Background: an optimization exercise with open tools, aiming at small area, a short achievable clock period and few clock cycles. Do not read the settings as production practice. Function was checked by simulation only, so behaviour that the tests miss may differ from the original. No driver is modelled on the clock port, so clock power and skew are understated where the tree is cut down; a real chip needs a root buffer or a tree. No activity file was given, so power comes from the tool's default toggle rates.

== before ==
Design LZ77_Encoder, start of the top module:
module LZ77_Encoder(clk,reset,chardata,valid,encode,finish,offset,match_len,char_nxt);
For scale: ~3600 um^2 of cells after synthesis.
==> module LZ77_Encoder, before the edit <==
module LZ77_Encoder(clk,reset,chardata,valid,encode,finish,offset,match_len,char_nxt);
input               clk;
input               reset;
input       [7:0]   chardata;
output  reg         valid;
output              encode;
output  reg         finish;
output  reg [3:0]   offset;
output  reg [2:0]   match_len;
output      [7:0]   char_nxt;
reg  [7:0] hist [0:9];
reg  [3:0] age;
reg  [8:0] dead;
reg  [2:0] k;
integer j;
assign encode   = 1'b1;
assign char_nxt = hist[1];
reg  [8:0] hv;
always @(*) begin
    case (age)
        4'd0, 4'd1: hv = 9'b000000000;
        4'd2:       hv = 9'b000000001;
        4'd3:       hv = 9'b000000011;
        4'd4:       hv = 9'b000000111;
        4'd5:       hv = 9'b000001111;
        4'd6:       hv = 9'b000011111;
        4'd7:       hv = 9'b000111111;
        4'd8:       hv = 9'b001111111;
        4'd9:       hv = 9'b011111111;
        default:    hv = 9'b111111111;
    endcase
end
wire [8:0] eq;
genvar g;
generate
    for (g = 1; g <= 9; g = g + 1) begin : cmp
        assign eq[g-1] = hv[g-1] & (hist[0] == hist[g]);
    end
endgenerate
wire [8:0] nm   = ~dead & eq;
wire       emit = (nm == 9'd0) | (k == 3'd7);
wire       live = (age != 4'd0);
wire       last = live & (hist[0] == 8'h24);
reg  [3:0] best;
always @(*) begin
    best = 4'd0;
    for (j = 0; j < 9; j = j + 1)
        if (!dead[j]) best = j;
end
wire [2:0] k_inc = {k[2] ^ (k[1] & k[0]), k[1] ^ k[0], ~k[0]};
wire [3:0] age_inc = (age == 4'd10) ? age :
                     {age[3] ^ (age[2] & age[1] & age[0]), age[2] ^ (age[1] & age[0]),
                      age[1] ^ age[0], ~age[0]};
always @(posedge clk) begin
    hist[0] <= chardata;
    for (j = 1; j <= 9; j = j + 1)
        hist[j] <= hist[j-1];
    match_len <= k;
    offset    <= (k == 3'd0) ? 4'd0 : best;
    valid     <= ~reset & live & emit & ~finish;
    finish    <= ~reset & (finish | last);
end
always @(posedge clk or posedge reset) begin
    if (reset) begin
        age  <= 4'd0;
        dead <= 9'd0;
        k    <= 3'd0;
    end else begin
        age <= age_inc;
        if (emit) begin
            dead <= 9'd0;
            k    <= 3'd0;
        end else begin
            dead <= ~nm;
            k    <= k_inc;
        end
    end
end
endmodule
==> flow/config.mk <==
export PLATFORM = sky130hd
export DESIGN_NAME = LZ77_Encoder
export DESIGN_NICKNAME = LZ77_Encoder
export VERILOG_FILES = /design/flow/design.v
export SDC_FILE = /design/flow/constraint.sdc
export NUM_CORES = 8
export LEC_CHECK = 0
export CAP_MARGIN = 20
export CORE_MARGIN = 2
export CORE_UTILIZATION = 50
export PLACE_DENSITY = 0.6
export SLEW_MARGIN = 20
==> flow/constraint.sdc <==
create_clock -name core_clock -period 10.0 [get_ports {clk}]
set_input_delay 2.0000 -clock core_clock [delete_from_list [all_inputs] [get_ports {clk}]]
set_output_delay 2.0000 -clock core_clock [all_outputs]
set_load 0.01 [all_outputs]
standard.sh (not shown) runs the stock make flow with config.mk's settings and CLKGATE_MAP_FILE= SYNTH_SCRIPT=/design/flow/synth_recipe.tcl, a recipe that flattens the netlist after the stock synthesis.
==> flow/flow/run.sh <==
#!/bin/bash
# Standard ORFS layout, except: small fast port buffers, a tighter setup repair
# target, and a hand-built one-level clock tree (flow/manual_cts.tcl) in place of TritonCTS.
set -euo pipefail
KNOBS=$(cat flow/knobs.txt)
eval bash standard.sh $KNOBS PRE_CTS_TCL=$PWD/flow/manual_cts.tcl finish > standard_flow.log 2>&1
Other scripts of this flow, unchanged in this note and not shown: flow/flow/knobs.txt, flow/flow/manual_cts.tcl
Testbench counts of before, summed over its fixed seeds: cycles 49,224.
Relative to before, the following input files were edited for after:
==> flow/design.v <==
module LZ77_Encoder(clk,reset,chardata,valid,encode,finish,offset,match_len,char_nxt);
input               clk;
input               reset;
input       [7:0]   chardata;
output  reg         valid;
output              encode;
output  reg         finish;
output  reg [3:0]   offset;
output  reg [2:0]   match_len;
output      [7:0]   char_nxt;
reg  [7:0] hist [0:9];
reg  [8:0] dead;
reg  [2:0] k;
integer j;
assign encode   = 1'b1;
assign char_nxt = hist[1];
reg  [9:0] hv;
wire [8:0] eq;
genvar g;
generate
    for (g = 1; g <= 9; g = g + 1) begin : cmp
        assign eq[g-1] = hv[g] & (hist[0] == hist[g]);
    end
endgenerate
wire [8:0] nm   = ~dead & eq;
wire       emit = (nm == 9'd0) | (k == 3'd7);
wire       live = hv[0];
wire       last = live & (hist[0] == 8'h24);
reg  [3:0] best;
always @(*) begin
    best = 4'd0;
    for (j = 0; j < 9; j = j + 1)
        if (!dead[j]) best = j;
end
wire [2:0] k_inc = {k[2] ^ (k[1] & k[0]), k[1] ^ k[0], ~k[0]};
always @(posedge clk) begin
    hist[0] <= chardata;
    for (j = 1; j <= 9; j = j + 1)
        hist[j] <= hist[j-1];
    match_len <= k;
    offset    <= (k == 3'd0) ? 4'd0 : best;
    valid     <= ~reset & live & emit & ~finish;
    finish    <= ~reset & (finish | last);
end
reg  [9:0] hs;
always @(*) begin
    for (j = 0; j < 10; j = j + 1)
        hv[j] = (j % 2) ? ~hs[j] : hs[j];
end
always @(posedge clk) begin
    hs[0] <= ~reset;
    for (j = 1; j < 10; j = j + 1)
        if (j % 2) hs[j] <= ~(~reset & hs[j-1]);
        else       hs[j] <= ~(reset | hs[j-1]);
end
always @(posedge clk) begin
    if (emit) begin
        dead <= 9'd0;
        k    <= 3'd0;
    end else begin
        dead <= ~nm;
        k    <= k_inc;
    end
end
endmodule
## What came out
after completed end to end with timing, DRC and antenna clean. Simple-gate share of the synthesized area: higher on before. What before reported for worst supply voltage drop on vdd has to be multiplied by 1.08 to get the figure for after. The data arrival at the endpoint of the critical path of after and that of before are within noise of each other. after against before: final design area excluding fillers fell by 3.2%, worst setup skew after layout +3.4 ps, sequential power rose by about 4.4%, share of synthesized flip-flops with an asynchronous set or reset down 15 points. after vs. before: HPWL after detailed placement went down, net count after synthesis went down, number of I/O port buffers did not really move, sequential cell count went up. [after] sequential share of layout area rose 3.1 points relative to before.
Testbench counts of after, summed over its fixed seeds: cycles 49,224.
In every run of this note, the design's own scripts or RTL, not TritonCTS, make the clock network.

## job 101
Another version of the RTL of LZ77_Encoder (not shown whole).
Size: roughly 280 cells after synthesis, roughly 110 flip-flops, ~28 I/O pins.
==> module LZ77_Encoder, before the edit <==
module LZ77_Encoder(clk,reset,chardata,valid,encode,finish,offset,match_len,char_nxt);
input               clk;
input               reset;
input       [7:0]   chardata;
output  reg         valid;
output              encode;
output  reg         finish;
output  reg [3:0]   offset;
output  reg [2:0]   match_len;
output      [7:0]   char_nxt;
reg  [7:0] hist [0:8];
reg  [8:0] hv;
reg        eq9l, eq9h;
reg        eq1;
reg  [8:0] dead;
reg  [2:0] k;
integer j;
assign encode   = 1'b1;
assign char_nxt = hist[1];
wire [8:0] eq;
genvar g;
generate
    for (g = 2; g <= 8; g = g + 1) begin : cmp
        assign eq[g-1] = hv[g] & (hist[0] == hist[g]);
    end
endgenerate
assign eq[0] = hv[1] & eq1;
assign eq[8] = eq9l & eq9h;
wire       live = hv[0];
wire [8:0] nm   = ~dead & eq;
wire       emit = (nm == 9'd0) | (k == 3'd7) | ~live;
wire       last = live & (hist[0] == 8'h24);
reg  [3:0] best;
always @(*) begin
    best = 4'd0;
    for (j = 0; j < 9; j = j + 1)
        if (!dead[j]) best = j;
end
wire [2:0] k_inc = {k[2] ^ (k[1] & k[0]), k[1] ^ k[0], ~k[0]};
always @(posedge clk) begin
    hist[0] <= chardata;
    for (j = 1; j <= 8; j = j + 1)
        hist[j] <= hist[j-1];
    eq1       <= (chardata == hist[0]);
    eq9l      <= hv[8] & (chardata[3:0] == hist[8][3:0]);
    eq9h      <= (chardata[7:4] == hist[8][7:4]);
    match_len <= k;
    offset    <= best & {4{|k}};
    valid     <= ~reset & live & emit & ~finish;
    finish    <= ~reset & (finish | last);
end
reg  [8:0] hs;
always @(*) begin
    for (j = 0; j < 9; j = j + 1)
        hv[j] = (j % 2) ? ~hs[j] : hs[j];
end
always @(posedge clk) begin
    hs[0] <= ~reset;
    for (j = 1; j < 9; j = j + 1)
        if (j % 2) hs[j] <= ~(~reset & hs[j-1]);
        else       hs[j] <= ~(reset | hs[j-1]);
end
always @(posedge clk) begin
    if (emit) begin
        dead <= 9'd0;
        k    <= 3'd0;
    end else begin
        dead <= ~nm;
        k    <= k_inc;
    end
end
endmodule
export LEC_CHECK = 0
export CAP_MARGIN = 20
export CORE_MARGIN = 2
export CORE_UTILIZATION = 50
export PLACE_DENSITY = 0.6
export SLEW_MARGIN = 20
create_clock -name core_clock -period 10.0 [get_ports {clk}]
==> flow/flow/run.sh <==
#!/bin/bash
# Standard ORFS layout, except: small fast port buffers, a tighter setup repair
# target, and a hand-built one-level clock tree (flow/manual_cts.tcl) in place of TritonCTS.
set -euo pipefail
KNOBS=$(cat flow/knobs.txt)
eval bash standard.sh $KNOBS PRE_CTS_TCL=$PWD/flow/manual_cts.tcl POST_CTS_TCL=$PWD/flow/post_cts.tcl finish > standard_flow.log 2>&1
Other scripts of this flow, unchanged in this note and not shown: flow/flow/knobs.txt, flow/flow/manual_cts.tcl, flow/flow/post_cts.tcl
Testbench counts of job 101, summed over its fixed seeds: cycles 49,224.
Relative to job 101, the following input files were edited for job 102:
-- flow/design.v --
<<< job 101, line 11
reg  [7:0] hist [0:8];
reg  [8:0] hv;
reg        eq9l, eq9h;
reg        eq1;
reg  [8:0] dead;
reg  [2:0] k;
>>> job 102, line 11
reg  [7:0] hist [0:8];
reg  [8:0] hv;
reg        eq9;
reg  [8:0] dead;
reg  [2:0] k;
<<< job 101, line 21
genvar g;
generate
    for (g = 2; g <= 8; g = g + 1) begin : cmp
        assign eq[g-1] = hv[g] & (hist[0] == hist[g]);
    end
endgenerate
assign eq[0] = hv[1] & eq1;
assign eq[8] = eq9l & eq9h;
wire       live = hv[0];
wire [8:0] nm   = ~dead & eq;
>>> job 102, line 20
genvar g;
generate
    for (g = 1; g <= 8; g = g + 1) begin : cmp
        assign eq[g-1] = hv[g] & (hist[0] == hist[g]);
    end
endgenerate
assign eq[8] = eq9;
wire       live = hv[0];
wire [8:0] nm   = ~dead & eq;
<<< job 101, line 42
    for (j = 1; j <= 8; j = j + 1)
        hist[j] <= hist[j-1];
    eq1       <= (chardata == hist[0]);
    eq9l      <= hv[8] & (chardata[3:0] == hist[8][3:0]);
    eq9h      <= (chardata[7:4] == hist[8][7:4]);
    match_len <= k;
    offset    <= best & {4{|k}};
    valid     <= ~reset & live & emit & ~finish;
    finish    <= ~reset & (finish | last);
>>> job 102, line 40
    for (j = 1; j <= 8; j = j + 1)
        hist[j] <= hist[j-1];
    eq9       <= hv[8] & (chardata == hist[8]);
    match_len <= k;
    offset    <= (k == 3'd0) ? 4'd0 : best;
    valid     <= ~reset & live & emit & ~finish;
    finish    <= ~reset & (finish | last);
### Flow results
The kind of critical path comes out in -> reg in one run and reg -> out in the other, namely in job 102 and job 101 respectively. NOTE power of the sequential group job 101->job 102 decreased slightly. Job 101 ended up with sky130_fd_sc_hd__dfxtp_2 as its worst-path cell with the longest stage delay; job 102 ended up with sky130_fd_sc_hd__nor4_1. Between job 102 and job 101, the cell count figures differ only marginally. Job 102 against job 101; number of nets at the end of the flow is up slightly. Diff job 102 and job 101: ratio of total power to cell area lower in job 102. In the tables for job 102 and job 101, routed wire length reads lower with job 101. When the final numbers for job 102 and job 101 were put side by side, the utilization turned out to be greater in job 102.
Testbench counts of job 102, summed over its fixed seeds: cycles 49,224.
In every run of this note, the design's own scripts or RTL, not TritonCTS, make the clock network.

==> what the ideal ports hide <==
No port has a modelled driver above. Below, the same layouts with a new extraction and two added sets of constraints.
Step 1, drivers: a clkbuf_16 drives clk and a buf_2 each remaining input, both assumed.
Step 2 also shifts input and output timing later by t, the mid clock arrival at the registers, as if the neighbouring blocks saw the same clock.
Three values: ideal, step 1, step 2; two values: the first two.
| run | t, ns | slack for setup (ns) | worst setup path after step 2 |
|---|---|---|---|
| before | 0.215 | 7.339 / 7.254 / 7.469 | register to output |
| after | 0.219 | 7.342 / 7.258 / 7.360 | input to register |
| job 101 | 0.209 | 7.362 / 7.281 / 7.285 | input to register |
| job 102 | 0.210 | 7.335 / 7.260 / 7.176 | input to register |
After both steps every run listed still meets setup and hold. The setup slack of job 102, which loses most, moves by -0.075 ns with the drivers and by -0.159 ns with both steps.
